Context: an optimization exercise on an open-source flow, tuned for small area. The choices shown serve that exercise and are no tape-out recipe.
Function was checked by simulation only, so behaviour that the tests miss may differ from the original.
No activity file was given, so power comes from the tool's default toggle rates.

== v26 ==
==> flow/design.v <==
`timescale 1ns / 1ps
module uart_tx_rx(
input clk,
input rst,  
input start,
input [7:0] txin,
output tx,
input rx,
output [7:0] rxout,
output rxdone, txdone
);
reg [3:0] m;    
reg [3:0] c;    
reg [7:0] d;    
wire idle  = c[3] & c[2] & ~c[1];           
wire m10   = m[3] & m[1];                   
wire m9    = m[3] & m[0];                   
wire cend  = c[3] & ~c[2] & c[0];           
wire go    = idle & start;
wire bitDone = m9 & ~(c[3] & c[2] & ~c[0]);  
always @(posedge clk) begin
    if (go)
        m <= 4'd9;
    else if (m10)
        m <= 4'd0;
    else
        m <= m + 4'd1;
end
always @(posedge clk) begin
    if (rst)
        c <= 4'd12;
    else if (idle) begin
        if (start) c <= 4'd14;
    end
    else if (cend)
        c <= 4'd12;
    else if (m10)
        c <= c + 4'd1;
end
always @(posedge clk)
    if (idle) d <= txin;
assign tx = c[3] ? ~(c[2] & c[1] & (c[0] | m[1])) : d[c[2:0]];
assign txdone = m9 & (c == 4'd8);
reg [2:0] rc;
reg [3:0] ri;
reg [7:0] rd;
wire ri9  = ri[3] & ri[0];
wire ri10 = ri[3] & ri[1];
always @(posedge clk) begin
    if (rst)
        rc <= 3'd7;
    else case (rc)
        3'd7: if (!rx) rc <= 3'd0;
        3'd6: if (ri10) rc <= 3'd7; else if (bitDone) rc <= 3'd0;
        default: rc <= rc + 3'd1;
    endcase
end
always @(posedge clk) begin
    if (rc == 3'd7)
        ri <= 4'd0;
    else if (rc == 3'd6 && !ri10 && bitDone)
        ri <= ri + 4'd1;
end
always @(posedge clk)
    if (rc == 3'd5 && !ri9) rd <= {rx, rd[7:1]};
assign rxout = rd;
assign rxdone = ri9 & bitDone;
endmodule
make LEC_CHECK=0 CAP_MARGIN=20 CORE_MARGIN=2 CORE_UTILIZATION=40 SLEW_MARGIN=20 finish   # period 10.0 ns
run.sh (not shown) runs the stock make flow with config.mk's settings and CLKGATE_MAP_FILE= SYNTH_SCRIPT=/design/flow/synth_recipe.tcl, a recipe that flattens the netlist after the stock synthesis.
v26: no failed stages, no open violations at the end
Modified inputs, v2 compared to v26
Settings: swapping 40 for 70 in CORE_UTILIZATION.
==> flow/flow/run.sh (new file) <==
#!/bin/bash
set -euo pipefail
bash standard.sh \
  "BUFFER_PORTS_ARGS=-buffer_cell sky130_fd_sc_hd__buf_1" \
  "CTS_ARGS=-sink_clustering_enable -repair_clock_nets -dont_use_dummy_load -buf_list sky130_fd_sc_hd__clkbuf_8 -root_buf sky130_fd_sc_hd__clkbuf_8" \
  finish > standard.log 2>&1
==> flow/standard.sh (new file) <==
#!/bin/bash
# synth_recipe.tcl (not shown) runs the flow's synth.tcl, then flattens the netlist and writes it again
# the make line also repeats each setting of config.mk as NAME=value (left out here)
make -C /OpenROAD-flow-scripts/flow DESIGN_CONFIG=/design/flow/config.mk WORK_HOME=/design/flow/orfs CLKGATE_MAP_FILE= SYNTH_SCRIPT=/design/flow/synth_recipe.tcl "${@:-finish}"
removed: flow/run.sh
Notes after the runs:
Every stage of the flow completed for v2, and the final layout passed the timing, design-rule and antenna checks. v26 completed; timing, DRC and antenna clean. Per the comparison of v2 with v26, power went up, static power due to leakage went down, clock group share of total power +3.9 points, setup slack picked up an extra 0.49 ns, sequential cell fraction of total power flat. The higher proportion of power drawn by combinational gates of v2 and v26 is in v26. Run comparison: v26 most common cell after layout, fill and taps aside clkdlybuf4s50_1; v2 most common cell after layout, fill and taps aside buf_1. Where wire length of the first global-routing pass is concerned, v26 is outperformed by v2. Per the comparison of v2 with v26, first-iteration DRC count went down, fraction of area in registers saw an increase, area taken by multi-input logic gates stayed essentially flat, global-route usage now larger.
Modified inputs, v15 compared to v2
Settings: a change of CORE_UTILIZATION from 70 to 85.
==> flow/flow/run.sh <==
#!/bin/bash
set -euo pipefail
bash standard.sh \
  "BUFFER_PORTS_ARGS=-buffer_cell sky130_fd_sc_hd__buf_1" \
  "CTS_ARGS=-repair_clock_nets -dont_use_dummy_load -buf_list sky130_fd_sc_hd__clkbuf_4 -root_buf sky130_fd_sc_hd__clkbuf_4" \
  finish > standard.log 2>&1
==> results.txt <==
v15 never completed; the flow aborted with a tool error in global placement without I/O. Both conditions hold for v2: the flow ran to the end and the final layout passed the timing, design-rule and antenna checks. v15 ends up with a row count that is 2 lower than in v2. Per the comparison of v15 with v2, synthesized-area fraction occupied by ao, oa, aoi and oai cells essentially unchanged, effective utilization at floorplan shows an increase of 20 points, die width fell by 8.5%. Re synthesized cell count: no difference whatsoever between v2 and v15.

[static timing again, ports no longer ideal]
The results above use ideal ports. As a check the final layouts listed here were re-extracted and re-timed, cells and wires unchanged.
Step 1, drivers: a clkbuf_16 drives clk and a buf_2 each remaining input, both assumed.
Step 2 times the ports against the registers' clock, not the clock port: input delays grow and output delays shrink by t, the midpoint of the rising clock arrivals with the driver on.
Slacks: no drivers / after step 1 / after step 2; pairs: no drivers / after step 1.
| run | t (ns) | setup WS [ns] | worst setup path after step 2 |
|---|---|---|---|
| v26 | 0.352 | 5.705 / 5.682 / 6.034 | register to output |
| v2 | 0.294 | 6.197 / 6.175 / 6.470 | register to output |
After both steps setup and hold are still met in every run listed.
